Background: an optimization exercise with open tools, aiming at small area. Do not read the settings as production practice. Only simulation tests tie the RTL to the original design; equivalence was not proved. Power and IR drop assume default switching activity.

==> flow/design.v <==
`timescale 1 ns / 1 ps
module FDRE #
(
  parameter [0:0] INIT = 1'b0
)
(
  output reg Q,
  input  wire C,
  input  wire CE,
  input  wire R,
  input  wire D
);
  always @(posedge C)
  begin
    if(R)
      Q <= 1'b0;
    else if(CE)
      Q <= D;
  end
endmodule
`timescale 1 ns / 1 ps
module axi_cfg_register #
(
  parameter integer CFG_DATA_WIDTH = 1024,
  parameter integer AXI_DATA_WIDTH = 32,
  parameter integer AXI_ADDR_WIDTH = 32,
  parameter [CFG_DATA_WIDTH/AXI_DATA_WIDTH-1:0] NON_REG_MASK = 'h0
)
(
  input  wire                        aclk,
  input  wire                        aresetn,
  output wire [CFG_DATA_WIDTH-1:0]   cfg_data,
  input  wire [AXI_ADDR_WIDTH-1:0]   s_axi_awaddr,   
  input  wire                        s_axi_awvalid,  
  output wire                        s_axi_awready,  
  input  wire [AXI_DATA_WIDTH-1:0]   s_axi_wdata,    
  input  wire [AXI_DATA_WIDTH/8-1:0] s_axi_wstrb,    
  input  wire                        s_axi_wvalid,   
  output wire                        s_axi_wready,   
  output wire [1:0]                  s_axi_bresp,    
  output wire                        s_axi_bvalid,   
  input  wire                        s_axi_bready,   
  input  wire [AXI_ADDR_WIDTH-1:0]   s_axi_araddr,   
  input  wire                        s_axi_arvalid,  
  output wire                        s_axi_arready,  
  output wire [AXI_DATA_WIDTH-1:0]   s_axi_rdata,    
  output wire [1:0]                  s_axi_rresp,    
  output wire                        s_axi_rvalid,   
  input  wire                        s_axi_rready    
);
  localparam integer NW = CFG_DATA_WIDTH/AXI_DATA_WIDTH;
  wire       wvalid = s_axi_awvalid & s_axi_wvalid;
  wire [4:0] widx   = s_axi_awaddr[6:2];
  wire [4:0] ridx   = s_axi_araddr[6:2];
  reg  [CFG_DATA_WIDTH-1:0] cfg_reg;
  wire [CFG_DATA_WIDTH-1:0] cfg_next;
  wire [NW*4-1:0]           ld, hd;
  reg                       bvalid_reg, rvalid_reg;
  reg  [AXI_DATA_WIDTH-1:0] rdata_reg;
  wire [AXI_DATA_WIDTH-1:0] rdata_next;
  wire [NW:0]               rsel_lo, rsel_hi;
  wire [(NW+1)*AXI_DATA_WIDTH-1:0] rsrc;
  wire [11*AXI_DATA_WIDTH-1:0]     rterm;
  integer j;
  genvar g, k;
  wire       rst = ~aresetn;
  reg  [NW-1:0] nws;
  reg  [7:0]    nra;
  reg  [3:0]    nrl;
  wire [3:0]    nstb = ~s_axi_wstrb;
  always @*
  begin
    for(j = 0; j < NW; j = j + 1)
      nws[j] = ~(aresetn & wvalid & (widx == j));
    for(j = 0; j < 8; j = j + 1)
      nra[j] = ~(aresetn & s_axi_arvalid & (ridx[4:2] == j));
    for(j = 0; j < 4; j = j + 1)
      nrl[j] = ~(ridx[1:0] == j);
  end
  generate
    for(g = 0; g < NW*4; g = g + 1)
    begin : BYTES
      dec_nor2 u_ld (.a(nws[g/4]), .b(nstb[g%4]), .y(ld[g]));
      dec_nor2 u_hd (.a(rst), .b(ld[g]), .y(hd[g]));
    end
    for(g = 0; g < NW; g = g + 1)
    begin : RSEL
      dec_nor2 u_lo (.a(nra[g/4]), .b(nrl[g%4]), .y(rsel_lo[g]));
      dec_nor2 u_hi (.a(nra[g/4]), .b(nrl[g%4]), .y(rsel_hi[g]));
    end
  endgenerate
  dec_nor2 u_hold_lo (.a(rst), .b(s_axi_arvalid), .y(rsel_lo[NW]));
  dec_nor2 u_hold_hi (.a(rst), .b(s_axi_arvalid), .y(rsel_hi[NW]));
  generate
    for(g = 0; g < CFG_DATA_WIDTH; g = g + 1)
    begin : BITS
      cfg_bit_mux u_mux (
        .ld(ld[g/8]), .hd(hd[g/8]), .w(s_axi_wdata[g%32]), .q(cfg_reg[g]), .d(cfg_next[g])
      );
    end
    assign rsrc = {rdata_reg, cfg_reg};
    for(k = 0; k < AXI_DATA_WIDTH; k = k + 1)
    begin : RBITS
      for(g = 0; g < 11; g = g + 1)
      begin : TERMS
        rd_aoi3 u_aoi (
          .s0(k < 16 ? rsel_lo[3*g]   : rsel_hi[3*g]),   .d0(rsrc[(3*g)*32+k]),
          .s1(k < 16 ? rsel_lo[3*g+1] : rsel_hi[3*g+1]), .d1(rsrc[(3*g+1)*32+k]),
          .s2(k < 16 ? rsel_lo[3*g+2] : rsel_hi[3*g+2]), .d2(rsrc[(3*g+2)*32+k]),
          .y(rterm[k*11+g])
        );
      end
      rd_or11 u_or (.n(rterm[k*11+10:k*11]), .y(rdata_next[k]));
    end
  endgenerate
  always @(posedge aclk)
  begin
    cfg_reg   <= cfg_next;
    rdata_reg <= rdata_next;
    bvalid_reg <= aresetn & ~(s_axi_bready & bvalid_reg) & (wvalid | bvalid_reg);
    rvalid_reg <= aresetn & ~(s_axi_rready & rvalid_reg) & (s_axi_arvalid | rvalid_reg);
  end
  assign cfg_data = cfg_reg;
  assign s_axi_bresp = 2'd0;
  assign s_axi_rresp = 2'd0;
  assign s_axi_awready = wvalid;
  assign s_axi_wready = wvalid;
  assign s_axi_bvalid = bvalid_reg;
  assign s_axi_arready = 1'b1;
  assign s_axi_rdata = rdata_reg;
  assign s_axi_rvalid = rvalid_reg;
endmodule
module dec_nor2 (
  input  wire a, b,
  output wire y
);
  assign y = ~(a | b);
endmodule
module cfg_bit_mux (
  input  wire ld,
  input  wire hd,
  input  wire w,
  input  wire q,
  output wire d
);
  assign d = (ld & w) | (hd & q);
endmodule
module rd_or11 (
  input  wire [10:0] n,
  output wire        y
);
  wire a, b, e;
  rd_nand4 u_a (.i(n[3:0]), .y(a));
  rd_nand4 u_b (.i(n[7:4]), .y(b));
  dec_nor2 u_e (.a(a), .b(b), .y(e));
  rd_nand4 u_y (.i({e, n[10:8]}), .y(y));
endmodule
module rd_nand4 (
  input  wire [3:0] i,
  output wire       y
);
  assign y = ~&i;
endmodule
module rd_aoi3 (
  input  wire s0, d0,
  input  wire s1, d1,
  input  wire s2, d2,
  output wire y
);
  assign y = ~((s0 & d0) | (s1 & d1) | (s2 & d2));
endmodule
export LEC_CHECK = 0
export CAP_MARGIN = 20
export CORE_AREA = 97 97 333 333
export DIE_AREA = 0 0 430 430
export PLACE_DENSITY = 0.8
export SLEW_MARGIN = 20
export SYNTH_HIERARCHICAL = 1
export SYNTH_MINIMUM_KEEP_SIZE = 0
create_clock -name core_clock -period 8.0 [get_ports {aclk}]
standard.sh (not shown) runs the stock make flow with config.mk's settings and CLKGATE_MAP_FILE= SYNTH_SCRIPT=/design/flow/synth_recipe.tcl, a recipe that flattens the netlist after the stock synthesis.
==> flow/flow/run.sh <==
#!/bin/bash
# The standard layout (standard.sh: unchanged synthesis, floorplan, power grid and
# tap cells), with two changes:
# - the buffers that global placement puts on every input and output port are
#   the smallest plain buffer, buf_1, rather than the cell OpenROAD picks;
# - clock tree synthesis uses set leaf clusters (size and diameter below) and
#   inserts no dummy loads.
set -euo pipefail
export BUFFER_PORTS_ARGS="-buffer_cell sky130_fd_sc_hd__buf_1"
export CTS_ARGS="-sink_clustering_enable -repair_clock_nets -dont_use_dummy_load -buf_list {sky130_fd_sc_hd__clkbuf_8} -sink_clustering_size 16 -sink_clustering_max_diameter 50"
bash standard.sh > standard.log 2>&1
Rerun with:
--- a/flow/design.v
+++ b/flow/design.v
@@ -127,12 +127,18 @@
   assign s_axi_wready = wvalid;
   assign s_axi_bvalid = bvalid_reg;
   assign s_axi_arready = 1'b1;
   assign s_axi_rdata = rdata_reg;
   assign s_axi_rvalid = rvalid_reg;
 endmodule
+module dec_nor3 (
+  input  wire a, b, c,
+  output wire y
+);
+  assign y = ~(a | b | c);
+endmodule
 module dec_nor2 (
   input  wire a, b,
   output wire y
 );
   assign y = ~(a | b);
 endmodule
@@ -146,17 +152,29 @@
   assign d = (ld & w) | (hd & q);
 endmodule
 module rd_or11 (
   input  wire [10:0] n,
   output wire        y
 );
-  wire a, b, e;
+  wire a, b, c;
   rd_nand4 u_a (.i(n[3:0]), .y(a));
   rd_nand4 u_b (.i(n[7:4]), .y(b));
-  dec_nor2 u_e (.a(a), .b(b), .y(e));
-  rd_nand4 u_y (.i({e, n[10:8]}), .y(y));
+  rd_nand3 u_c (.i(n[10:8]), .y(c));
+  rd_or3   u_y (.i({a, b, c}), .y(y));
+endmodule
+module rd_nand3 (
+  input  wire [2:0] i,
+  output wire       y
+);
+  assign y = ~&i;
+endmodule
+module rd_or3 (
+  input  wire [2:0] i,
+  output wire       y
+);
+  assign y = |i;
 endmodule
 module rd_nand4 (
   input  wire [3:0] i,
   output wire       y
 );
   assign y = ~&i;
What happened: The new run went through all stages and came out clean. Power goes down by 1.4%. Clock power goes down by about 4%. Cell count barely changes. Setup slack improves by 390 ps. Sequential power barely changes. Cell area is about the same. Non-clock buffer count is unchanged. Die area does not change. Clock skew barely changes. Routed wire length goes down by 1.3%. Synthesized cell count does not change.

-- static timing again, ports no longer ideal --
The flow's constraints put no driver on any port. The routed layouts listed below were extracted and timed again, unchanged, in two steps.
Step 1 assumes that a clkbuf_16 drives the clock port and a buf_2 every other input.
Step 2 also shifts input and output timing later by t, the mid clock arrival at the registers, as if the neighbouring blocks saw the same clock.
Three values: ideal, step 1, step 2; two values: the first two.
run	t, ns	setup WS [ns]	clock arrival spread, ns	slew at the worst register clock pin (ns)
the first run	0.832	3.458 / 3.302 / 2.866	0.061 / 0.062	0.11 / 0.11
the second run	0.818	3.847 / 3.752 / 3.045	0.068 / 0.068	0.11 / 0.11
After both steps every run listed still meets setup and hold. The setup slack of the second run, which loses most, moves by -0.095 ns with the drivers and by -0.802 ns with both steps.
